From an optimization exercise on the open Yosys and OpenROAD flow, aimed at small area; shortcuts taken in it are not production practice. In this exercise RTL edits were held to simulation tests only and were not proved equivalent to the original. Power and IR drop assume default switching activity.

**flow/config.mk**
```make
export PLATFORM = sky130hd
export DESIGN_NAME = ADD_Final_Project
export DESIGN_NICKNAME = ADD_Final_Project
export VERILOG_FILES = /design/flow/design.v
export SDC_FILE = /design/flow/constraint.sdc
export NUM_CORES = 4
export LEC_CHECK = 0
export ABC_AREA = 1
export CAP_MARGIN = 20
export CORE_MARGIN = 2
export CORE_UTILIZATION = 65
export PLACE_DENSITY = 0.75
export SLEW_MARGIN = 20
```
**flow/constraint.sdc**
```tcl
create_clock -name core_clock -period 10.0 [get_ports {clk}]
set_input_delay 2.0000 -clock core_clock [delete_from_list [all_inputs] [get_ports {clk}]]
set_output_delay 2.0000 -clock core_clock [all_outputs]
set_load 0.01 [all_outputs]
```
**flow/design.v**
```verilog
module button_shaper(Button_in, Button_out, clk, rst);
   input Button_in, clk, rst;
   output Button_out;
   reg [1:0] s;
   assign Button_out = s[0];
   always @(posedge clk) begin
      if (rst == 1'b0)
         s <= 2'b00;
      else begin
         s[0] <= ~s[0] & ~s[1] & ~Button_in;
         s[1] <= s[0] | (s[1] & ~Button_in);
      end
   end
endmodule
module ms100(clk, rst, en, tick);
   input clk, rst, en;
   output tick;
   reg [8:0] y;
   assign tick = y[0] & ~y[1] & ~y[2] & ~y[3] & ~y[4] & y[6] & y[7];
   always @(posedge clk) begin
      if (rst == 1'b0 || en == 1'b0)
         y <= 9'b000111000;
      else
         y <= {~y[7:3], ~y[2], ~y[1] & ~tick, ~y[0], ~(y[8] ^ y[3])};
   end
endmodule
module cnt10(clk, rst, inc, pulse);
   input clk, rst, inc;
   output pulse;
   reg [3:0] c;
   wire adv = inc | (c[3] & c[1]);      
   wire a0 = adv & c[0];
   wire a1 = a0 & c[1];
   assign pulse = c[3] & c[1] & c[0];   
   always @(posedge clk) begin
      if (rst == 1'b0)
         c <= 4'd0;
      else
         c <= {c[3] ^ (a1 & (c[2] | c[3])), c[2] ^ (a1 & ~c[3]), c[1] ^ a0, c[0] ^ adv};
   end
endmodule
module cnt5(clk, rst, inc, pulse);
   input clk, rst, inc;
   output pulse;
   reg [2:0] c;
   wire z = c[2] & c[1];                
   wire adv = inc | (c[2] & c[0]);      
   wire a0 = adv & c[0];
   assign pulse = z;
   always @(posedge clk) begin
      if (rst == 1'b0)
         c <= 3'd0;
      else
         c <= {(c[2] | (a0 & c[1])) & ~z, (c[1] ^ a0) & ~z, (c[0] ^ adv) & ~z};
   end
endmodule
module cnt3(clk, rst, inc, pulse);
   input clk, rst, inc;
   output pulse;
   reg [2:0] c;
   wire adv = inc | (c[1] & c[0]);      
   assign pulse = c[2];                 
   always @(posedge clk) begin
      if (rst == 1'b0)
         c <= 3'd0;
      else
         c <= {c[1] & c[0], (c[1] ^ (adv & c[0])) & ~c[2], (c[0] ^ adv) & ~c[2]};
   end
endmodule
module sec_timer(clk, rst, en, timeout);
   parameter N = 10;
   input clk, rst, en;
   output timeout;
   wire t100, t1s;
   ms100 m(clk, rst, en, t100);
   cnt10 c1(clk, rst, t100, t1s);
   generate
      if (N == 10) begin : g10
         cnt10 c2(clk, rst, t1s, timeout);
      end
      else if (N == 5) begin : g5
         cnt5 c2(clk, rst, t1s, timeout);
      end
      else begin : g3
         cnt3 c2(clk, rst, t1s, timeout);
      end
   endgenerate
endmodule
module cdown(clk, rst, reconfig, dec, d, timeout);
   parameter INIT = 10;
   input clk, rst, reconfig, dec;
   output [3:0] d;
   output timeout;
   reg [3:0] d;
   assign timeout = (d == 4'd0);
   always @(posedge clk) begin
      if (rst == 1'b0)
         d <= 4'd15;
      else if (reconfig)
         d <= INIT;
      else if (dec) begin
         if (d == 4'd15 || d == 4'd0 || d == 4'd1)
            d <= 4'd0;
         else
            d <= d - 4'd1;
      end
   end
endmodule
module ctl_easy(clk, rst, morse, LoggedIn, gs, load, uin, reconfig, enable, timeout, number, correct, logout, lo);
   input clk, rst, LoggedIn, gs, load, timeout, logout;
   input [3:0] morse, uin;
   output reconfig, enable, correct, lo;
   output [3:0] number;
   reg correct, lo;
   reg [3:0] num;
   reg [3:0] st;
   localparam INITIAL = 0, RECONFIG = 1, WAIT1A = 2, WAIT1 = 3, START_F = 4, START_N = 5, WAIT2 = 6,
              COMPARE_T = 7, COMPARE_F = 8, GAME_OVER_A = 9, GAME_OVER = 10;
   assign reconfig = (st == WAIT1A);
   assign enable = (st == START_N) || (st == WAIT2) || (st == COMPARE_T) || (st == COMPARE_F) || (st == GAME_OVER_A);
   assign number = enable ? num : 4'd0;
   always @(posedge clk) begin
      if (st == START_F || st == START_N)
         num <= morse;
   end
   always @(posedge clk) begin
      if (rst == 1'b0) begin
         st <= INITIAL; correct <= 1'b0; lo <= 1'b0;
      end
      else begin
         case (st)
            INITIAL: begin
               correct <= 1'b0; lo <= 1'b0;
               if (LoggedIn) st <= RECONFIG;
            end
            RECONFIG: st <= WAIT1A;
            WAIT1A, WAIT1: st <= gs ? START_F : WAIT1;
            START_F, START_N: st <= WAIT2;
            WAIT2: begin
               if (load) st <= (uin == num) ? COMPARE_T : COMPARE_F;
               else if (timeout) st <= GAME_OVER_A;
            end
            COMPARE_T: begin correct <= 1'b1; st <= START_N; end
            COMPARE_F: begin correct <= 1'b0; st <= START_N; end
            GAME_OVER_A, GAME_OVER: begin
               if (logout) lo <= 1'b1;
               if (gs) st <= RECONFIG;
               else if (logout) st <= INITIAL;
               else st <= GAME_OVER;
            end
            default: st <= INITIAL;
         endcase
      end
   end
endmodule
module ctl_med(clk, rst, morse, LoggedIn, gs, load, uin, reconfig, enable, timeout, number, correct, logout, lo, e1, e2, f1, f2);
   input clk, rst, LoggedIn, gs, load, timeout, logout, f1, f2;
   input [3:0] morse, uin;
   output reconfig, enable, correct, lo, e1, e2;
   output [3:0] number;
   reg correct, e1, e2, flag;
   reg [3:0] A, B;
   reg [3:0] number;
   reg [4:0] st;
   localparam INITIAL = 0, INITIAL_L = 1, RECONFIG = 2, WAIT1A = 3, WAIT1 = 4, START1F = 5, START1N = 6,
              BUFFER1 = 7, START2 = 8, BUFFER2 = 9, WAIT2A = 10, WAIT2 = 11, COMPARE1 = 12, WAIT3 = 13,
              COMPARE2 = 14, DECISION = 15, GAMEOVER_A = 16, GAMEOVER = 17;
   assign reconfig = (st == WAIT1A);
   assign lo = (st == INITIAL_L);
   assign enable = (st >= START1N && st <= GAMEOVER_A);
   wire waitld = (st == WAIT2A || st == WAIT2 || st == WAIT3) && load;
   wire sh = (st == START1F || st == START1N || st == START2 || waitld);
   always @(*) begin
      case (st)
         START1N, WAIT2, COMPARE1, WAIT3, COMPARE2, DECISION, GAMEOVER_A, GAMEOVER: number = 4'hF;
         BUFFER1, START2, BUFFER2, WAIT2A: number = A;
         default: number = 4'h0;
      endcase
   end
   always @(posedge clk) begin
      if (sh) begin A <= morse; B <= A; end
      if (waitld) flag <= (st == WAIT3 ? flag : 1'b1) & (uin == B);
   end
   always @(posedge clk) begin
      if (rst == 1'b0) begin
         st <= INITIAL; correct <= 1'b0; e1 <= 1'b0; e2 <= 1'b0;
      end
      else begin
         case (st)
            INITIAL, INITIAL_L: begin
               correct <= 1'b0; e1 <= 1'b0; e2 <= 1'b0;
               st <= LoggedIn ? RECONFIG : INITIAL;
            end
            RECONFIG: st <= WAIT1A;
            WAIT1A, WAIT1: st <= gs ? START1F : WAIT1;
            START1F, START1N: begin
               e1 <= 1'b1;
               st <= timeout ? GAMEOVER_A : BUFFER1;
            end
            BUFFER1: if (f1) begin e1 <= 1'b0; st <= START2; end
            START2: begin
               e2 <= 1'b1;
               st <= timeout ? GAMEOVER_A : BUFFER2;
            end
            BUFFER2: if (f2) begin e2 <= 1'b0; st <= WAIT2A; end
            WAIT2A, WAIT2: st <= load ? COMPARE1 : timeout ? GAMEOVER_A : WAIT2;
            COMPARE1: st <= WAIT3;
            WAIT3: st <= load ? COMPARE2 : timeout ? GAMEOVER_A : WAIT3;
            COMPARE2: st <= DECISION;
            DECISION: begin correct <= flag; st <= START1N; end
            GAMEOVER_A, GAMEOVER: st <= logout ? INITIAL_L : gs ? RECONFIG : GAMEOVER;
            default: st <= INITIAL;
         endcase
      end
   end
endmodule
module ctl_hard(clk, rst, morse, LoggedIn, gs, load, uin, reconfig, enable, timeout, number, correct, logout, lo, e1, e2, e3, f1, f2, f3);
   input clk, rst, LoggedIn, gs, load, timeout, logout, f1, f2, f3;
   input [3:0] morse, uin;
   output reconfig, enable, correct, lo, e1, e2, e3;
   output [3:0] number;
   reg correct, e1, e2, e3, flag;
   reg [3:0] A, B, C;
   reg [3:0] number;
   reg [4:0] st;
   localparam INITIAL = 0, INITIAL_L = 1, RECONFIG = 2, WAIT1A = 3, WAIT1 = 4, START1F = 5, START1N = 6,
              BUFFER1 = 7, START2 = 8, BUFFER2 = 9, START3 = 10, BUFFER3 = 11, WAIT2A = 12, WAIT2 = 13,
              COMPARE1 = 14, WAIT3 = 15, COMPARE2 = 16, WAIT4 = 17, COMPARE3 = 18, DECISION = 19,
              GAMEOVER_A = 20, GAMEOVER = 21;
   assign reconfig = (st == WAIT1A);
   assign lo = (st == INITIAL_L);
   assign enable = (st >= START1N && st <= GAMEOVER_A);
   wire waitld = (st == WAIT2A || st == WAIT2 || st == WAIT3 || st == WAIT4) && load;
   wire sh = (st == START1F || st == START1N || st == START2 || st == START3 || waitld);
   always @(*) begin
      case (st)
         START1N, WAIT2, COMPARE1, WAIT3, COMPARE2, WAIT4, COMPARE3, DECISION, GAMEOVER_A, GAMEOVER: number = 4'hF;
         BUFFER1, START2, BUFFER2, START3, BUFFER3, WAIT2A: number = A;
         default: number = 4'h0;
      endcase
   end
   always @(posedge clk) begin
      if (sh) begin A <= morse; B <= A; C <= B; end
      if (waitld) flag <= ((st == WAIT3 || st == WAIT4) ? flag : 1'b1) & (uin == C);
   end
   always @(posedge clk) begin
      if (rst == 1'b0) begin
         st <= INITIAL; correct <= 1'b0; e1 <= 1'b0; e2 <= 1'b0; e3 <= 1'b0;
      end
      else begin
         case (st)
            INITIAL, INITIAL_L: begin
               correct <= 1'b0; e1 <= 1'b0; e2 <= 1'b0;
               st <= LoggedIn ? RECONFIG : INITIAL;
            end
            RECONFIG: st <= WAIT1A;
            WAIT1A, WAIT1: st <= gs ? START1F : WAIT1;
            START1F, START1N: begin
               e1 <= 1'b1;
               st <= timeout ? GAMEOVER_A : BUFFER1;
            end
            BUFFER1: if (f1) begin e1 <= 1'b0; st <= START2; end
            START2: begin
               e2 <= 1'b1;
               st <= timeout ? GAMEOVER_A : BUFFER2;
            end
            BUFFER2: if (f2) begin e2 <= 1'b0; st <= START3; end
            START3: begin
               e3 <= 1'b1;
               st <= timeout ? GAMEOVER_A : BUFFER3;
            end
            BUFFER3: if (f3) begin e3 <= 1'b0; st <= WAIT2A; end
            WAIT2A, WAIT2: st <= load ? COMPARE1 : timeout ? GAMEOVER_A : WAIT2;
            COMPARE1: st <= WAIT3;
            WAIT3: st <= load ? COMPARE2 : timeout ? GAMEOVER_A : WAIT3;
            COMPARE2: st <= WAIT4;
            WAIT4: st <= load ? COMPARE3 : timeout ? GAMEOVER_A : WAIT4;
            COMPARE3: st <= DECISION;
            DECISION: begin correct <= flag; st <= START1N; end
            GAMEOVER_A, GAMEOVER: st <= logout ? INITIAL_L : gs ? RECONFIG : GAMEOVER;
            default: st <= INITIAL;
         endcase
      end
   end
endmodule
module player_id(clk, rst, d, load, logout, matchedID, k);
   input clk, rst, load, logout;
   input [3:0] d;
   output matchedID;
   output [2:0] k;
   reg [3:0] st;
   reg [2:0] addr, code;
   localparam INIT = 0, INIT_G = 1, D1 = 2, D2 = 3, D3 = 4, D4 = 5, FETCH = 6, CYC1 = 7, CYC2 = 8,
              CATCH = 9, CMP = 10, STAT = 11, GUEST = 12;
   assign matchedID = (st == GUEST) || (st == INIT_G);
   assign k = addr;
   function [3:0] idg;   
      input [2:0] i;
      input [1:0] j;
      reg [15:0] e;
      begin
         case (i)
            3'd0: e = 16'h3848;
            3'd1: e = 16'h0851;
            3'd2: e = 16'h6197;
            3'd3: e = 16'h6542;
            3'd4: e = 16'h4565;
            3'd5: e = 16'h5973;
            default: e = 16'hFFFF;
         endcase
         case (j)
            2'd0: idg = e[15:12];
            2'd1: idg = e[11:8];
            2'd2: idg = e[7:4];
            default: idg = e[3:0];
         endcase
      end
   endfunction
   always @(posedge clk) begin
      if (rst == 1'b0) begin
         st <= INIT; addr <= 3'd0;
      end
      else begin
         case (st)
            INIT, INIT_G: begin addr <= 3'd0; st <= D1; end
            D1: if (load) begin
               case (d)
                  4'h3: code <= 3'd0;
                  4'h0: code <= 3'd1;
                  4'h6: code <= 3'd2;   
                  4'h4: code <= 3'd4;
                  4'h5: code <= 3'd5;
                  4'hF: code <= 3'd6;
                  default: code <= 3'd7;
               endcase
               st <= D2;
            end
            D2: if (load) begin
               if (code == 3'd2 && d == 4'h5) code <= 3'd3;
               else if (code == 3'd7 || d != idg(code, 2'd1)) code <= 3'd7;
               st <= D3;
            end
            D3: if (load) begin
               if (code == 3'd7 || d != idg(code, 2'd2)) code <= 3'd7;
               st <= D4;
            end
            D4: if (load) begin
               if (code == 3'd7 || d != idg(code, 2'd3)) code <= 3'd7;
               st <= FETCH;
            end
            FETCH: st <= CYC1;
            CYC1: st <= CYC2;
            CYC2: st <= CATCH;
            CATCH: st <= CMP;
            CMP: st <= (code == addr) ? GUEST : STAT;
            STAT: begin
               if (addr == 3'd6) st <= INIT;
               else begin addr <= addr + 3'd1; st <= FETCH; end
            end
            GUEST: if (logout) st <= INIT_G;
            default: st <= INIT;
         endcase
      end
   end
endmodule
module pswd(clk, rst, matchedID, k, d, load, logout_gc, LoggedIn, logout);
   input clk, rst, matchedID, load, logout_gc;
   input [2:0] k;
   input [3:0] d;
   output LoggedIn, logout;
   reg [4:0] st;
   reg pf;
   localparam INIT = 0, P1 = 1, P6 = 6, FETCH = 7, CATCH3 = 13, CMP = 14, PASS0 = 15, PASS = 16, W1 = 17,
              W2_0 = 18, W2_5 = 23;
   assign LoggedIn = (st == PASS) || (st == W1);
   assign logout = (st == W2_0);
   reg [23:0] pw;
   reg [3:0] pd;
   always @(*) begin
      case (k)
         3'd0: pw = 24'hC60E28;
         3'd1: pw = 24'hB70582;
         3'd2: pw = 24'h8957D1;
         3'd3: pw = 24'h59BF73;
         3'd4: pw = 24'h9A0C2E;
         3'd5: pw = 24'hA04A54;
         default: pw = 24'hFFFFFF;
      endcase
      case (st[2:0])
         3'd1: pd = pw[23:20];
         3'd2: pd = pw[19:16];
         3'd3: pd = pw[15:12];
         3'd4: pd = pw[11:8];
         3'd5: pd = pw[7:4];
         default: pd = pw[3:0];
      endcase
   end
   always @(posedge clk) begin
      if (rst == 1'b0)
         st <= INIT;
      else begin
         if (st == INIT) begin
            if (matchedID) st <= P1;
         end
         else if (st <= P6) begin
            if (load) begin
               pf <= (st == P1 || pf) && (d == pd);
               st <= st + 5'd1;
            end
         end
         else if (st == CMP)
            st <= pf ? PASS0 : P1;
         else if (st == PASS) begin
            if (logout_gc) st <= W1;
         end
         else if (st == W2_5)
            st <= INIT;
         else
            st <= st + 5'd1;
      end
   end
endmodule
module ADD_Final_Project(clk, rst, UserDigit, UserLoad, LoggedInLED, difficulty, game_start, correct_final,
logout, display0, display1, display2, display3, display4, ones_output, correctID);
   input clk, rst;
   input [3:0] UserDigit;
   input UserLoad;
   output LoggedInLED;
   input [1:0] difficulty;
   input game_start;
   output correct_final;
   input logout;
   output [6:0] display0;
   output [6:0] display1;
   output [6:0] display2;
   output [6:0] display3;
   output [6:0] display4;
   output [6:0] ones_output;
   output correctID;
   wire Load_signal, start_signal, logout_signal;
   button_shaper shaper1(UserLoad, Load_signal, clk, rst);
   button_shaper shaper2(game_start, start_signal, clk, rst);
   button_shaper shaper3(logout, logout_signal, clk, rst);
   wire matchedID, LoggedIn, pswd_logout;
   wire [2:0] k;
   wire lo_e, lo_m, lo_h;
   player_id pid(clk, rst, UserDigit, Load_signal, pswd_logout, matchedID, k);
   pswd pw(clk, rst, matchedID, k, UserDigit, Load_signal, lo_e | lo_m | lo_h, LoggedIn, pswd_logout);
   assign correctID = matchedID;
   assign LoggedInLED = LoggedIn;
   reg [15:0] y;
   always @(posedge clk) begin
      if (rst == 1'b0)
         y <= 16'h5555;    
      else
         y <= {~y[14:6], ~y[5], y[4] ^ y[15], ~y[3], y[2] ^ y[15], y[1] ^ y[15], ~y[0], ~y[15]};
   end
   wire [3:0] q = {~y[7], ~y[9], y[12], ~y[15]};   
   wire [3:0] morse_m = (q >= 4'd10) ? q - 4'd10 : q;
   wire [3:0] morse_h = (q == 4'd15) ? 4'd0 : q;
   wire LI_e = LoggedIn & (difficulty == 2'b01);
   wire LI_m = LoggedIn & (difficulty == 2'b10);
   wire LI_h = LoggedIn & (difficulty == 2'b11);
   wire rc_e, en_e, to_e, c_e, ts_e;
   wire [3:0] n_e, d_e;
   ctl_easy ce(clk, rst, morse_m, LI_e, start_signal, Load_signal, UserDigit, rc_e, en_e, to_e, n_e, c_e, logout_signal, lo_e);
   sec_timer #(10) te(clk, rst, en_e, ts_e);
   cdown #(10) de(clk, rst, rc_e, ts_e, d_e, to_e);
   wire rc_m, en_m, to_m, c_m, ts_m, e1_m, e2_m, f1_m, f2_m;
   wire [3:0] n_m, d_m;
   ctl_med cm(clk, rst, morse_m, LI_m, start_signal, Load_signal, UserDigit, rc_m, en_m, to_m, n_m, c_m, logout_signal, lo_m,
              e1_m, e2_m, f1_m, f2_m);
   sec_timer #(10) tm(clk, rst, en_m, ts_m);
   cdown #(12) dm(clk, rst, rc_m, ts_m, d_m, to_m);
   sec_timer #(5) fm1(clk, rst, e1_m, f1_m);
   sec_timer #(5) fm2(clk, rst, e2_m, f2_m);
   wire rc_h, en_h, to_h, c_h, ts_h, e1_h, e2_h, e3_h, f1_h, f2_h, f3_h;
   wire [3:0] n_h, d_h;
   ctl_hard ch(clk, rst, morse_h, LI_h, start_signal, Load_signal, UserDigit, rc_h, en_h, to_h, n_h, c_h, logout_signal, lo_h,
               e1_h, e2_h, e3_h, f1_h, f2_h, f3_h);
   sec_timer #(10) th(clk, rst, en_h, ts_h);
   cdown #(12) dh(clk, rst, rc_h, ts_h, d_h, to_h);
   sec_timer #(3) fh1(clk, rst, e1_h, f1_h);
   sec_timer #(3) fh2(clk, rst, e2_h, f2_h);
   sec_timer #(3) fh3(clk, rst, e3_h, f3_h);
   reg correct_final;
   reg [3:0] ones, num;
   always @(*) begin
      case (difficulty)
         2'b01: begin correct_final = c_e; ones = d_e; num = n_e; end
         2'b10: begin correct_final = c_m; ones = d_m; num = n_m; end
         2'b11: begin correct_final = c_h; ones = d_h; num = n_h; end
         default: begin correct_final = 1'b0; ones = 4'd0; num = 4'd0; end
      endcase
   end
   reg [6:0] ones_output;
   always @(*) begin
      case (ones)
         4'd0: ones_output = 7'b1000000;
         4'd1: ones_output = 7'b1111001;
         4'd2: ones_output = 7'b0100100;
         4'd3: ones_output = 7'b0110000;
         4'd4: ones_output = 7'b0011001;
         4'd5: ones_output = 7'b0010010;
         4'd6: ones_output = 7'b0000010;
         4'd7: ones_output = 7'b1111000;
         4'd8: ones_output = 7'b0000000;
         4'd9: ones_output = 7'b0011000;
         4'd10: ones_output = 7'b0001000;
         4'd11: ones_output = 7'b0000011;
         4'd12: ones_output = 7'b1000110;
         4'd13: ones_output = 7'b0100001;
         4'd14: ones_output = 7'b0000110;
         default: ones_output = 7'b1000000;  
      endcase
   end
   localparam [6:0] DA = 7'b1110111, DO = 7'b0100011, DB = 7'b1111111;
   reg [34:0] disp;
   always @(*) begin
      if (rst == 1'b0 || to_e || to_m || to_h)
         disp = {DB, DB, DB, DB, DB};
      else begin
         case (num)
            4'h0: disp = {DA, DA, DA, DA, DA};
            4'h1: disp = {DA, DA, DA, DA, DO};
            4'h2: disp = {DA, DA, DA, DO, DO};
            4'h3: disp = {DA, DA, DO, DO, DO};
            4'h4: disp = {DA, DO, DO, DO, DO};
            4'h5: disp = {DO, DO, DO, DO, DO};
            4'h6: disp = {DO, DO, DO, DO, DA};
            4'h7: disp = {DO, DO, DO, DA, DA};
            4'h8: disp = {DO, DO, DA, DA, DA};
            4'h9: disp = {DO, DA, DA, DA, DA};
            4'hA: disp = {DB, DB, DB, DA, DO};
            4'hB: disp = {DB, DO, DO, DO, DA};
            4'hC: disp = {DB, DO, DA, DO, DA};
            4'hD: disp = {DB, DB, DO, DO, DA};
            4'hE: disp = {DB, DB, DB, DB, DO};
            default: disp = {DB, DB, DB, DB, DB};
         endcase
      end
   end
   assign {display0, display1, display2, display3, display4} = disp;
endmodule
```
**flow/flow/run.sh**
```bash
#!/bin/bash
set -e
cp standard.sh standard_sh.copy.log
export BUFFER_PORTS_ARGS="-buffer_cell sky130_fd_sc_hd__buf_1"
export CTS_ARGS="-sink_clustering_enable -repair_clock_nets -dont_use_dummy_load -buf_list sky130_fd_sc_hd__clkbuf_4 -sink_clustering_size 10 -sink_clustering_max_diameter 50"
bash standard.sh > standard_flow.log 2>&1
```
**flow/standard.sh**
```bash
#!/bin/bash
# synth_recipe.tcl (not shown) runs the flow's synth.tcl, then flattens the netlist and writes it again
# the make line also repeats each setting of config.mk as NAME=value (left out here)
make -C /OpenROAD-flow-scripts/flow DESIGN_CONFIG=/design/flow/config.mk WORK_HOME=/design/flow/orfs CLKGATE_MAP_FILE= SYNTH_SCRIPT=/design/flow/synth_recipe.tcl "${@:-finish}"
```
==> results of run 1 <==
per-layer routing:
layer / up-vias / GRT usage, % / part of all wire, %
met4: 0 / 8.45 / 2.9
met1: 4258 / 33.0 / 45
li1: 4904 / - / -
met3: 55 / 3.69 / 5.9
met5: - / 0 / 0
met2: 272 / 42.1 / 46
registers in the layout (all words and copies together) (netlist names), 5 cells and up:
name	count
ch.st	5
cm.st	5
fh1.m.y	9
fh2.m.y	9
fh3.m.y	9
fm1.m.y	9
fm2.m.y	9
pw.st	5
te.m.y	9
th.m.y	9
tm.m.y	9
y	16
metrics by stage:
stage | utilization [%] | worst slack [ps] | cells
after global placement | 67.5 | 4090 | 1728
after CTS | 68.7 | 4010 | 1756
after floorplan | - | 4500 | 1509
after global routing | 68.7 | 3820 | 1757
final | 68.7 | 4010 | 1757
after detailed placement | 67.5 | 4000 | 1728
critical path, cell delays in order:
cell,delay [ps]
clkbuf_2,80
buf_4,560
inv_2,90
nor4_2,810
nand3_1,230
buf_1,180
path summary, 6_finish.rpt:
path,endpoint,start,cells past startpoint
setup / recovery,display2[6],rst,6
hold reg to reg,fm1.m.y[7],fm1.m.y[6],1
setup reg to reg,ch.C[3],shaper1.s[0],3
hold / removal,fm1.m.y[7],fm1.m.y[6],1
synth_stat cells, drive strengths merged (4+ instances only):
master / count
a211oi: 12
a21o: 7
a21oi: 78
a31oi: 9
a32o: 6
buf: 30
clkbuf: 18
clkinv: 4
dfxtp: 200
edfxtp: 30
ha: 68
inv: 204
nand2: 314
nand3: 87
nand4: 20
nor2: 193
nor3: 35
nor4: 13
o211ai: 6
o21ai: 68
o22ai: 4
o311ai: 4
o31ai: 4
or2: 16
xnor2: 12
xor2: 25
placed cells by master, fill, tap and decap left out, types with 5 or more instances in the layout:
cell type	netlist	routed
a211oi_1	12	12
a21o_1	7	7
a21oi_1	76	76
a31oi_1	9	9
a32o_1	6	6
buf_1	2	39
clkbuf_4	0	28
conb_1	1	15
dfxtp_1	200	200
edfxtp_1	30	30
ha_1	68	68
inv_1	198	197
inv_2	6	7
nand2_1	308	308
nand2_2	5	5
nand3_1	84	84
nand4_1	20	20
nor2_1	188	188
nor3_1	33	33
nor4_1	12	12
o211ai_1	6	6
o21ai_0	62	61
o21ai_1	5	6
or2_2	15	15
xnor2_1	12	12
xor2_1	25	25
cells by family (layout without fill, tap and decap cells):
kind of cell	count (synthesis)	after routing
AND/OR/NAND/NOR	691	691
buffers and inverters	256	278
flip-flops	230	230
AO/OA/AOI/OAI	211	211
adder cells (fa/ha/maj)	68	68
XOR/XNOR	37	37
other	1	16
multiplexers	1	1
where the power goes:
| part | switching, mW | internal [mW] |
|---|---|---|
| sequential | 0.0278 | 0.955 |
| clock | 0.276 | 0.128 |
| combinational | 0.213 | 0.107 |
| total | 0.517 | 1.19 |
area by class of cell:
class | instances | area, um^2
diodes | 1 | 2.50
clock buffers | 28 | 210
fillers | 1515 | 5400
inverters | 208 | 781
multi-input cells | 1023 | 5490
flip-flops and latches | 230 | 4900
well taps | 225 | 282
repair buffers | 42 | 166
==> flow_summary.json, run 1 <==
{
  "final-hold-violation-count": 0,
  "synth_edf_count": 30,
  "syn-instance-count": 1495,
  "outcome": "finished clean",
  "ctsHoldBuffers": 0,
  "yosys_warnings": 13,
  "routed_wl_um": 23200,
  "ys_seq_area_share_pct": 43.0,
  "drive_gt1_share_pct": 4.77,
  "via_count": 9489,
  "nNetsFinal": 1612,
  "synth_fa_ha_area_share_pct": 7.46,
  "antenna_found_initial": 1,
  "ys_types": 60,
  "setup_violations": 0,
  "powerDensity_nw_per_um2": 144,
  "grt_util_all_layers_pct": 25.0,
  "tightest_slew_ps": 881,
  "die_h_um": 136,
  "finalCriticalPeriod_ps": 5990,
  "synth_top_area_share_pct": 35.1,
  "p_leak_nw": 5.66,
  "async_reset_ff_share_pct": 0,
  "fin_worst_skew_ps": 52.2,
  "fp-row-count": 48,
  "syn_to_final_growth_pct": 3.82,
  "drv_slew": 0,
  "cap_violations": 0,
  "finalCritPeriodShare_pct": 59.9,
  "place_area_um2": 11600,
  "vias_per_cell": 5.40,
  "startpoint_type": "input pin",
  "synth_top_family_by_area": "simple AND/OR/NAND/NOR gates",
  "ys_seq_elements": 230,
  "r2r_slack_ps": 7700,
  "rsz0062_at_grt": "no",
  "dr.pass1.iters": 5,
  "post_cts_buffers": 0,
  "cts.sinks": 230,
  "netlist_area_um2": 11400,
  "whs_ps": 343,
  "drtIter0Drc": 621,
  "ant_nets": 0,
  "ios": 56,
  "grt_pass1_vias": 8587,
  "ys.flop_type": "dfxtp_1",
  "core_um2": 17200,
  "critPathKind": "input pin to primary output",
  "synth_xor_area_share_pct": 2.84,
  "clk-insertion-delay-late_ps": 660,
  "cts_buffer_depth": 3,
  "ir_drop_v": 0.000103,
  "cts_resized": 0,
  "cts_root_buffer": "clkbuf_4",
  "htreeDepth": 1,
  "cts.clk_slew.worst_paths_ps": 110,
  "synth.area.mux_share_pct": 0.0878,
  "dp_hpwl_um": 17200,
  "relSlewSlack_pct": 40.8,
  "tns_ps": 0,
  "start_util_pct": 66.2,
  "yosys.area_share.simple_pct": 26.3,
  "min_path_type": "flop to flop",
  "crit_required_ps": 8000,
  "fin_area_um2": 11800,
  "die-area_um2": 18600,
  "cts_tree": "yes",
  "yosys-top-cells-area": "dfxtp_1, nand2_1, edfxtp_1",
  "yosysTopAreaCell": "dfxtp_1",
  "drc_errors": 0,
  "grt_pass1_wl_um": 38600,
  "cp-end-kind": "primary output",
  "synth_compound_area_share_pct": 11.0,
  "syn_area_per_cell_um2": 7.63,
  "worstPathMaxFanout": 66,
  "power_mw": 1.71,
  "port_buffers": 40,
  "overflow": 0,
  "place_congestion": 0.932,
  "grt_max_degree": 67,
  "die_w_um": 136,
  "cts_buffers": 28,
  "fmax_mhz": 167,
  "arrival_ps": 3990,
  "routedWlPerCell_um": 13.2
}
==> inputs of run 2 (changes only) <==
==> flow/flow/run.sh (replaced) <==
#!/bin/bash
set -e
cp standard.sh standard_sh.copy.log
export BUFFER_PORTS_ARGS="-buffer_cell sky130_fd_sc_hd__buf_1"
export CTS_ARGS="-sink_clustering_enable -repair_clock_nets -dont_use_dummy_load -buf_list sky130_fd_sc_hd__clkbuf_8 -sink_clustering_size 20 -sink_clustering_max_diameter 60"
bash standard.sh > standard_flow.log 2>&1
--- a/flow/config.mk
+++ b/flow/config.mk
@@ -9,5 +9,4 @@
 export CAP_MARGIN = 20
 export CORE_MARGIN = 2
-export CORE_UTILIZATION = 65
-export PLACE_DENSITY = 0.75
+export CORE_UTILIZATION = 40
 export SLEW_MARGIN = 20
==> run 2 against run 1 <==
Final area is 2.4% higher; sequential power about the same; still clean; largest cell class unchanged; setup slack better by 160 ps; hold slack got worse by 25 ps; routed wire length up 4.6%; final cell count is 8.4% higher; critical path type unchanged; critical endpoint is now ones_output[1]; total power is 4.7% higher.
==> flow_summary.json, run 2 <==
{
  "drc_errors": 0,
  "start_util_pct": 40.8,
  "fp-row-count": 61,
  "rsz0062_at_grt": "no",
  "ys.flop_type": "dfxtp_1",
  "crit_path_max_incr_delay_ps": 370,
  "cp-end-kind": "primary output",
  "core_um2": 27900,
  "r2r_slack_ps": 7640,
  "drtIter0Drc": 548,
  "post_cts_buffers": 0,
  "powerDensity_nw_per_um2": 147,
  "syn_area_per_cell_um2": 7.63,
  "syn-instance-count": 1495,
  "synthTopCellsByCount": "nand2_1, dfxtp_1, inv_1, nor2_1, nand3_1",
  "die_w_um": 173,
  "final-hold-violation-count": 0,
  "setup_violations": 0,
  "tns_ps": 0,
  "layout_commonest_cell": "nand2_1",
  "yosys-top-cells-area": "dfxtp_1, nand2_1, edfxtp_1",
  "finalCriticalPeriod_ps": 5830,
  "arrival_ps": 3830,
  "grt_pass1_vias": 8564,
  "fin_worst_skew_ps": 55.4,
  "ys_seq_area_share_pct": 43.0,
  "largest_register": "y",
  "min_path_type": "flop to flop",
  "worstPathMaxFanout": 10,
  "async_reset_ff_share_pct": 0,
  "min_to": "fh2.m.y[3]",
  "reg2reg_from": "shaper1.s[0]",
  "regArea_um2": 4900,
  "multi_input_area_um2": 5490,
  "cap_violations": 0,
  "cts_tree": "yes",
  "hp-start": "fh2.m.y[2]",
  "crit_slowest_cell": "nor2_2",
  "routed_wl_um": 24300,
  "power_mw": 1.79,
  "cts_root_buffer": "clkbuf_8",
  "grt_pass1_wl_um": 40500,
  "ys_seq_elements": 230,
  "fillers": 2875,
  "startpoint_type": "input pin",
  "ant_nets": 0,
  "whs_path_depth": 1,
  "grt_util_all_layers_pct": 15.9,
  "final_util_pct": 43.4,
  "die_h_um": 173,
  "place_congestion": 0.922,
  "ir_drop_v": 0.0000896,
  "htreeDepth": 1,
  "cts_buffers": 21,
  "synth_edf_count": 30,
  "fin_area_um2": 12100,
  "ctsHoldBuffers": 0,
  "via_count": 9413,
  "port_buffers": 40,
  "ff2ff_path_depth": 3,
  "cts.clk_slew.worst_paths_ps": 110,
  "yosysTopAreaCell": "dfxtp_1",
  "critPathKind": "input pin to primary output",
  "cts.sinks": 230,
  "ios": 56,
  "layout.cells.non_filler": 1904,
  "fmax_mhz": 171,
  "largest_reg_flops": 16,
  "antenna_found_initial": 0,
  "final_cell_mix": "nand2_1, dfxtp_1, inv_1",
  "routedWlPerCell_um": 12.8,
  "yosys_warnings": 13,
  "diodes": 0,
  "ys_types": 60,
  "dp_hpwl_um": 18000,
  "relSlewSlack_pct": 45.5,
  "clk-insertion-delay-late_ps": 540,
  "syn_to_final_growth_pct": 6.30,
  "netlist_area_um2": 11400,
  "finalCritPeriodShare_pct": 58.3,
  "cts_buffer_depth": 3,
  "place_area_um2": 11800,
  "drive_gt1_share_pct": 4.46,
  "overflow": 0,
  "nNetsFinal": 1607,
  "vias_per_cell": 4.94,
  "synth_top_area_share_pct": 35.1,
  "grt_max_degree": 67,
  "tightest_slew_ps": 810,
  "crit_required_ps": 8000,
  "outcome": "finished clean",
  "rr_endpoint": "ch.C[0]",
  "yosys.cell_count.top_type": "nand2_1",
  "die-area_um2": 29900,
  "drv_slew": 0,
  "cts_resized": 0,
  "p_leak_nw": 5.69,
  "dp_cells": 1883,
  "dr.pass1.iters": 5,
  "crit_chain": "buf_1, inv_1, nor2_2, nand2_1, o21ai_0, o21bai_1, inv_1, ha_1, o21ai_1, o311ai_0, buf_1"
}
[run 2: area by class of cell]
| cell class | instances | area share [%] |
|---|---|---|
| repair buffers | 44 | 1.50 |
| well taps | 378 | 3.90 |
| clock buffers | 21 | 2.38 |
| flip-flops and latches | 230 | 40.5 |
| inverters | 208 | 6.44 |
| multi-input cells | 1023 | 45.3 |
[run 2: power breakdown]
| group | leakage [nW] | switching [mW] | internal [mW] |
|---|---|---|---|
| combinational | 3.66 | 0.221 | 0.108 |
| sequential | 1.88 | 0.0287 | 0.955 |
| clock | 0.151 | 0.286 | 0.188 |
[run 2: per-layer routing]
metal / up-vias / share of wire (%) / track usage (%)
met4: 0 / 1.7 / 3.21
li1: 4876 / - / -
met1: 4317 / 50 / 21.9
met2: 188 / 45 / 26.6
met5: - / 0 / 0
met3: 32 / 3.9 / 2.00
[run 2: cells by family after synthesis]
logic type,Yosys count,synth area share [%]
AOI/OAI and AO/OA,211,11.0
xor gates and xnor gates,37,2.84
adders and majority gates,68,7.46
buffers and inverters,256,9.28
DFF,230,43.0
muxes,1,0.0878
other,1,0.0329
and+or+nand+nor,691,26.3
[run 2: per-stage QoR]
| step | setup slack, ps | hold WS, ps |
|---|---|---|
| 2_1_floorplan | 4500 | 352 |
| 3_3_place_gp | 4230 | 353 |
| 3_5_place_dp | 4190 | 358 |
| 4_1_cts | 4190 | 322 |
| 5_1_grt | 4000 | 329 |
| 6_report | 4170 | 317 |
[run 2: worst max-delay path by stage]
stage | cells after the start | to | start
3_3_place_gp | 8 | ones_output[1] | difficulty[1]
3_5_place_dp | 11 | ones_output[1] | difficulty[1]
6_report | 11 | ones_output[1] | difficulty[1]
5_1_grt | 11 | ones_output[1] | difficulty[1]
4_1_cts | 11 | ones_output[1] | difficulty[1]
2_1_floorplan | 7 | ones_output[1] | difficulty[1]
[run 2: worst max-delay path, delay by kind of cell]
family                   cells  cell delay, ps
AO/OA/AOI/OAI                4             670
AND/OR/NAND/NOR              2             450
adder cells (fa/ha/maj)      1             250
buffers and inverters        4             470
==> inputs of run 3 (changes only) <==
==> flow/flow/run.sh (replaced) <==
#!/bin/bash
set -e
cp standard.sh standard_sh.copy.log
export BUFFER_PORTS_ARGS="-buffer_cell sky130_fd_sc_hd__buf_1"
export CTS_ARGS="-sink_clustering_enable -repair_clock_nets -dont_use_dummy_load -buf_list sky130_fd_sc_hd__clkbuf_16 -sink_clustering_size 30 -sink_clustering_max_diameter 80"
bash standard.sh > standard_flow.log 2>&1
==> run 3 against run 2 <==
Global-route usage is 0.057 points lower; register-to-register slack worse by 40 ps; sequential share of layout area is 0.20 points lower; clock skew is 7.8 ps higher; total power is 3.7% higher; critical path depth stayed put.
==> flow_summary.json, run 3 <==
{
  "syn_to_final_growth_pct": 6.84,
  "ys_types": 60,
  "cts.sinks": 230,
  "die_h_um": 173,
  "diodes": 0,
  "clkPwrFrac_pct": 29.1,
  "relSlewSlack_pct": 45.4,
  "dp_hpwl_um": 18000,
  "die_w_um": 173,
  "nNetsFinal": 1600,
  "cp-end-kind": "primary output",
  "ys_seq_area_share_pct": 43.0,
  "whs_path_depth": 1,
  "synth_edf_count": 30,
  "worstPathMaxFanout": 10,
  "clk-insertion-delay-late_ps": 500,
  "rsz0062_at_grt": "no",
  "ff2ff_path_depth": 3,
  "ctsHoldBuffers": 0,
  "outcome": "finished clean",
  "grt_util_all_layers_pct": 15.8,
  "synth_top_area_share_pct": 35.1,
  "fin_worst_skew_ps": 63.2,
  "whs_ps": 356,
  "die-area_um2": 29900,
  "post_cts_buffers": 0,
  "tightest_slew_ps": 812,
  "syn_area_per_cell_um2": 7.63,
  "htreeDepth": 1,
  "p_switching_uw": 539,
  "setup_violations": 0,
  "yosysTopAreaCell": "dfxtp_1",
  "core_um2": 27900,
  "arrival_ps": 3820,
  "ios": 56,
  "start_util_pct": 40.8,
  "synthTopCellsByCount": "nand2_1, dfxtp_1, inv_1, nor2_1, nand3_1",
  "grt_pass1_vias": 8558,
  "syn-instance-count": 1495,
  "vias_per_cell": 4.94,
  "dr.pass1.iters": 5,
  "yosys-top-cells-area": "dfxtp_1, nand2_1, edfxtp_1",
  "tns_ps": 0,
  "cap_violations": 0,
  "routedWlPerCell_um": 12.8,
  "pwr-share-comb_pct": 17.8,
  "antenna_found_initial": 0,
  "r2r_slack_ps": 7600,
  "ir_drop_v": 0.0000887,
  "largest_reg_flops": 16,
  "critPathKind": "input pin to primary output",
  "drv_slew": 0,
  "ys.flop_type": "dfxtp_1",
  "cts_buffers": 14,
  "ant_nets": 0,
  "crit_required_ps": 8000,
  "fmax_mhz": 172,
  "cts_tree": "yes",
  "p_leak_nw": 5.71,
  "netlist_area_um2": 11400,
  "drc_errors": 0,
  "cts_buffer_depth": 3,
  "cts.clk_slew.worst_paths_ps": 110,
  "via_count": 9372,
  "grt_pass1_wl_um": 40400,
  "cts_resized": 0,
  "layout_commonest_cell": "nand2_1",
  "ys_seq_elements": 230,
  "min_path_type": "flop to flop",
  "final-hold-violation-count": 0,
  "min_to": "fh2.m.y[1]",
  "finalCriticalPeriod_ps": 5820,
  "reg2reg_from": "shaper1.s[0]",
  "largest_register": "y",
  "async_reset_ff_share_pct": 0,
  "cts_root_buffer": "clkbuf_16",
  "place_congestion": 0.922,
  "dp_cells": 1883,
  "overflow": 0,
  "layout.cells.non_filler": 1897,
  "yosys_warnings": 13,
  "power_frac_seq_pct": 53.1,
  "routed_wl_um": 24200,
  "startpoint_type": "input pin",
  "drtIter0Drc": 571,
  "grt_max_degree": 67,
  "finalCritPeriodShare_pct": 58.2,
  "yosys.cell_count.top_type": "nand2_1",
  "switching_share_pct": 29.1,
  "rr_endpoint": "ch.C[0]",
  "port_buffers": 40,
  "drive_gt1_share_pct": 4.02,
  "powerDensity_nw_per_um2": 152,
  "power.internal_mw": 1.31,
  "final_cell_mix": "nand2_1, dfxtp_1, inv_1",
  "hp-start": "fh2.m.y[0]",
  "fp-row-count": 61
}
run 3: worst max path at each step:
stage / startpoint / endpoint / slack, ps
after floorplan: difficulty[1] / ones_output[1] / 4500
after global placement: difficulty[1] / ones_output[1] / 4230
after detailed placement: difficulty[1] / ones_output[1] / 4190
after CTS: difficulty[1] / ones_output[1] / 4190
after global routing: difficulty[1] / ones_output[1] / 4010
final: difficulty[1] / ones_output[1] / 4180
run 3: per-layer routing:
layer | track usage [%] | up-vias | share of wire, %
met5 | 0 | - | 0
met4 | 2.82 | 0 | 1.6
met3 | 1.87 | 24 | 4.2
met2 | 26.8 | 191 | 45
met1 | 21.8 | 4280 | 49
li1 | - | 4877 | -
run 3: final cells by class:
class / instances / area (um^2)
inverters: 208 / 781
repair buffers: 44 / 181
fillers: 2853 / 15800
well taps: 378 / 473
flip-flops and latches: 230 / 4900
multi-input cells: 1023 / 5490
clock buffers: 14 / 350
run 3: logic make-up (layout without fill, tap and decap cells):
family,Yosys count,in the layout,synth area share (%)
fa+ha+maj,68,68,7.46
mux,1,1,0.0878
simple gates,691,691,26.3
compound gates,211,211,11.0
flops,230,230,43.0
other cells,1,15,0.0329
xor+xnor,37,37,2.84
buf+inv,256,266,9.28
run 3: through the flow:
step / power [mW] / area (um^2) / setup slack (ps) / util (%)
6_report: 1.85 / 12200 / 4180 / 43.6
2_1_floorplan: 1.25 / 11500 / 4500 / -
5_1_grt: 1.96 / 12200 / 4010 / 43.6
3_5_place_dp: 1.33 / 11800 / 4190 / 42.4
4_1_cts: 1.88 / 12200 / 4190 / 43.6
3_3_place_gp: 1.33 / 11800 / 4230 / 42.4
run 3: critical path, cell delays in order:
cell,delay (ps)
buf_1,100
inv_1,70
nor2_2,350
nand2_1,80
o21ai_0,90
o21bai_1,230
inv_1,150
ha_1,250
o21ai_1,200
o311ai_0,160
buf_1,150
run 3: power groups by stage:
| stage | Sequential, mW | Combinational, mW | Clock (mW) |
|---|---|---|---|
| 6_report | 0.984 | 0.329 | 0.540 |
| 5_1_grt | 0.989 | 0.378 | 0.594 |
| 4_1_cts | 0.984 | 0.327 | 0.565 |
| 3_5_place_dp | 1.01 | 0.325 | 0 |
| 3_3_place_gp | 1.00 | 0.324 | 0 |
| 2_1_floorplan | 0.995 | 0.257 | 0 |
==> inputs of run 4 (changes only) <==
==> flow/flow/run.sh (replaced) <==
#!/bin/bash
set -e
cp standard.sh standard_sh.copy.log
export BUFFER_PORTS_ARGS="-buffer_cell sky130_fd_sc_hd__buf_1"
export CTS_ARGS="-sink_clustering_enable -repair_clock_nets -dont_use_dummy_load -buf_list sky130_fd_sc_hd__clkbuf_4 -sink_clustering_size 8 -sink_clustering_max_diameter 40"
bash standard.sh > standard_flow.log 2>&1
--- a/flow/config.mk
+++ b/flow/config.mk
@@ -9,4 +9,5 @@
 export CAP_MARGIN = 20
 export CORE_MARGIN = 2
-export CORE_UTILIZATION = 40
+export CORE_UTILIZATION = 65
+export PLACE_DENSITY = 0.75
 export SLEW_MARGIN = 20
==> run 4 against run 3 <==
Largest power group unchanged; still clean; count of clock-buffer cells in the layout up 23; largest cell class unchanged; clock skew down 4.1 ps; sequential share of layout area up 0.93 points; hold slack better by 9.8 ps.
==> flow_summary.json, run 4 <==
{
  "crit_chain": "clkbuf_2, buf_4, inv_2, nor4_2, nand3_1, buf_1",
  "ys_seq_elements": 230,
  "fp-row-count": 48,
  "place_congestion": 0.932,
  "layout.cells.non_filler": 1766,
  "synth_xor_area_share_pct": 2.84,
  "ys_seq_area_share_pct": 43.0,
  "die_w_um": 136,
  "synthTopCellsByCount": "nand2_1, dfxtp_1, inv_1, nor2_1, nand3_1",
  "nNetsFinal": 1621,
  "finalCriticalPeriod_ps": 5950,
  "power.internal_mw": 1.23,
  "drive_gt1_share_pct": 5.32,
  "final_cell_mix": "nand2_1, dfxtp_1, inv_1",
  "synth_top_area_share_pct": 35.1,
  "ctsHoldBuffers": 0,
  "outcome": "finished clean",
  "syn-instance-count": 1495,
  "tightest_slew_ps": 834,
  "switching_share_pct": 30.2,
  "critPathKind": "input pin to primary output",
  "crit_slowest_cell": "nor4_2",
  "cap_violations": 0,
  "overflow": 0,
  "syn_area_per_cell_um2": 7.63,
  "grt_max_degree": 67,
  "yosys.cell_count.top_type": "nand2_1",
  "startpoint_type": "input pin",
  "crit_path_max_incr_delay_ps": 770,
  "fmax_mhz": 168,
  "crit_required_ps": 8000,
  "dr.pass1.iters": 5,
  "via_count": 9492,
  "cts_root_buffer": "clkbuf_4",
  "setup.worst_path.start": "rst",
  "power_frac_seq_pct": 55.6,
  "arrival_ps": 3950,
  "reg2reg_from": "shaper1.s[0]",
  "layout_commonest_cell": "nand2_1",
  "rsz0062_at_grt": "no",
  "synth_fa_ha_area_share_pct": 7.46,
  "antenna_found_initial": 1,
  "cts_buffer_depth": 3,
  "async_reset_ff_share_pct": 0,
  "pwr-share-comb_pct": 18.1,
  "powerDensity_nw_per_um2": 148,
  "fin_area_um2": 11900,
  "p_leak_nw": 5.70,
  "netlist_area_um2": 11400,
  "ys.flop_type": "dfxtp_1",
  "dp_cells": 1728,
  "start_util_pct": 66.2,
  "syn_to_final_growth_pct": 4.41,
  "dp_hpwl_um": 17200,
  "yosysTopAreaCell": "dfxtp_1",
  "hp-start": "fh2.m.y[2]",
  "grt_pass1_wl_um": 39200,
  "vias_per_cell": 5.37,
  "largest_reg_flops": 16,
  "cp-end-kind": "primary output",
  "drv_slew": 0,
  "htreeDepth": 2,
  "routedWlPerCell_um": 13.3,
  "relSlewSlack_pct": 44.0,
  "finalCritPeriodShare_pct": 59.5,
  "clk-insertion-delay-late_ps": 630,
  "post-place-ws_ps": 4000,
  "routed_wl_um": 23500,
  "tns_ps": 0,
  "cts.clk_slew.worst_paths_ps": 80,
  "core_um2": 17200,
  "largest_register": "y",
  "synth.area.mux_share_pct": 0.0878,
  "cts_buffers": 37,
  "p_switching_uw": 533,
  "synth_edf_count": 30,
  "drc_errors": 0,
  "synth_top_family_by_area": "simple AND/OR/NAND/NOR gates",
  "yosys_warnings": 13,
  "final-hold-violation-count": 0,
  "setup_violations": 0,
  "synth_compound_area_share_pct": 11.0,
  "fillers": 1506,
  "cts.sinks": 230,
  "place_area_um2": 11600,
  "grt_pass1_vias": 8686,
  "ant_nets": 0,
  "ys_types": 60,
  "die-area_um2": 18600,
  "ir_drop_v": 0.000105,
  "min_path_type": "flop to flop",
  "worstPathMaxFanout": 66,
  "yosys.area_share.simple_pct": 26.3,
  "cts_resized": 0,
  "grt_util_all_layers_pct": 25.6,
  "port_buffers": 40,
  "die_h_um": 136,
  "fin_ws_ps": 4050,
  "clkPwrFrac_pct": 26.3,
  "cts_tree": "yes",
  "drtIter0Drc": 667,
  "ios": 56,
  "yosys-top-cells-area": "dfxtp_1, nand2_1, edfxtp_1",
  "fin_worst_skew_ps": 59.2,
  "post_cts_buffers": 0
}
-- run 4: cell counts after synthesis --
No cell type changed its count.
-- run 4: final timing paths --
check	slack [ps]	cells after the start	end
max	4050	6	display4[6]
min	370	1	fh2.m.y[3]
max reg2reg	7730	3	ch.B[2]
min reg2reg	370	1	fh2.m.y[3]
-- run 4: kinds of logic after synthesis --
| group | Yosys count |
|---|---|
| compound gates | 211 |
| xor+xnor | 37 |
| fa+ha+maj | 68 |
| buf+inv | 256 |
| flops | 230 |
| mux | 1 |
| other cells | 1 |
| simple gates | 691 |
-- run 4: power groups by stage --
stage | combinational (mW) | sequential (mW) | clock, mW
floorplan | 0.257 | 0.995 | 0
detailed placement | 0.317 | 1.00 | 0
global placement | 0.313 | 1.00 | 0
finish | 0.319 | 0.983 | 0.464
global route | 0.375 | 0.987 | 0.518
CTS | 0.318 | 0.982 | 0.484
-- run 4: stage by stage --
step                      power [mW]  hold slack, ps  util, %
after floorplan                 1.25             352        -
after global placement          1.32             354     67.5
after detailed placement        1.32             358     67.5
after CTS                       1.78             376     69.1
after global routing            1.88             380     69.1
final                           1.77             365     69.1
-- run 4: final cells by class --
cell class              instances  area, um^2  area share, %
flip-flops and latches        230        4900           41.2
clock buffers                  37         278           2.33
multi-input cells            1023        5490           46.1
well taps                     225         282           2.36
repair buffers                 42         166           1.40
diodes                          1        2.50         0.0210
inverters                     208         781           6.56
-- run 4: worst max-delay path, delay by kind of cell --
| kind | cells | cell delay, ps |
|---|---|---|
| simple gates | 2 | 990 |
| buf+inv | 4 | 920 |
-- run 4: routing by layer --
layer | part of all wire [%] | global-route usage, %
met1 | 45 | 33.3
met2 | 46 | 42.4
met3 | 5.9 | 4.70
met4 | 2.9 | 9.72
met5 | 0 | 0

port drivers added, routing unchanged:
The results above use ideal ports. As a check the final layouts listed here were re-extracted and re-timed, cells and wires unchanged.
Step 1 (the two cells are an assumption about what drives the block):
set clk [get_ports {clk}]
set_driving_cell -lib_cell sky130_fd_sc_hd__clkbuf_16 $clk
set_driving_cell -lib_cell sky130_fd_sc_hd__buf_2 [delete_from_list [all_inputs] $clk]
Step 2 moves the port delays by t, midway between the first and last clock arrival at a register: inputs arrive t later, outputs are due t later. That takes back most of the time a late clock gives input paths.
a / b / c = no drivers / after step 1 / after step 2; a / b = the first two.
| run | t (ns) | setup slack, ns | worst setup path at the end | slew at the worst register clock pin (ns) |
|---|---|---|---|---|
| run 1 | 0.673 | 4.012 / 3.989 / 3.989 | input to output | 0.11 / 0.11 |
| run 2 | 0.557 | 4.168 / 4.143 / 4.143 | input to output | 0.11 / 0.11 |
| run 3 | 0.514 | 4.179 / 4.154 / 4.154 | input to output | 0.11 / 0.11 |
| run 4 | 0.627 | 4.054 / 4.032 / 4.032 | input to output | 0.09 / 0.09 |
After both steps setup and hold are still met in every run listed.
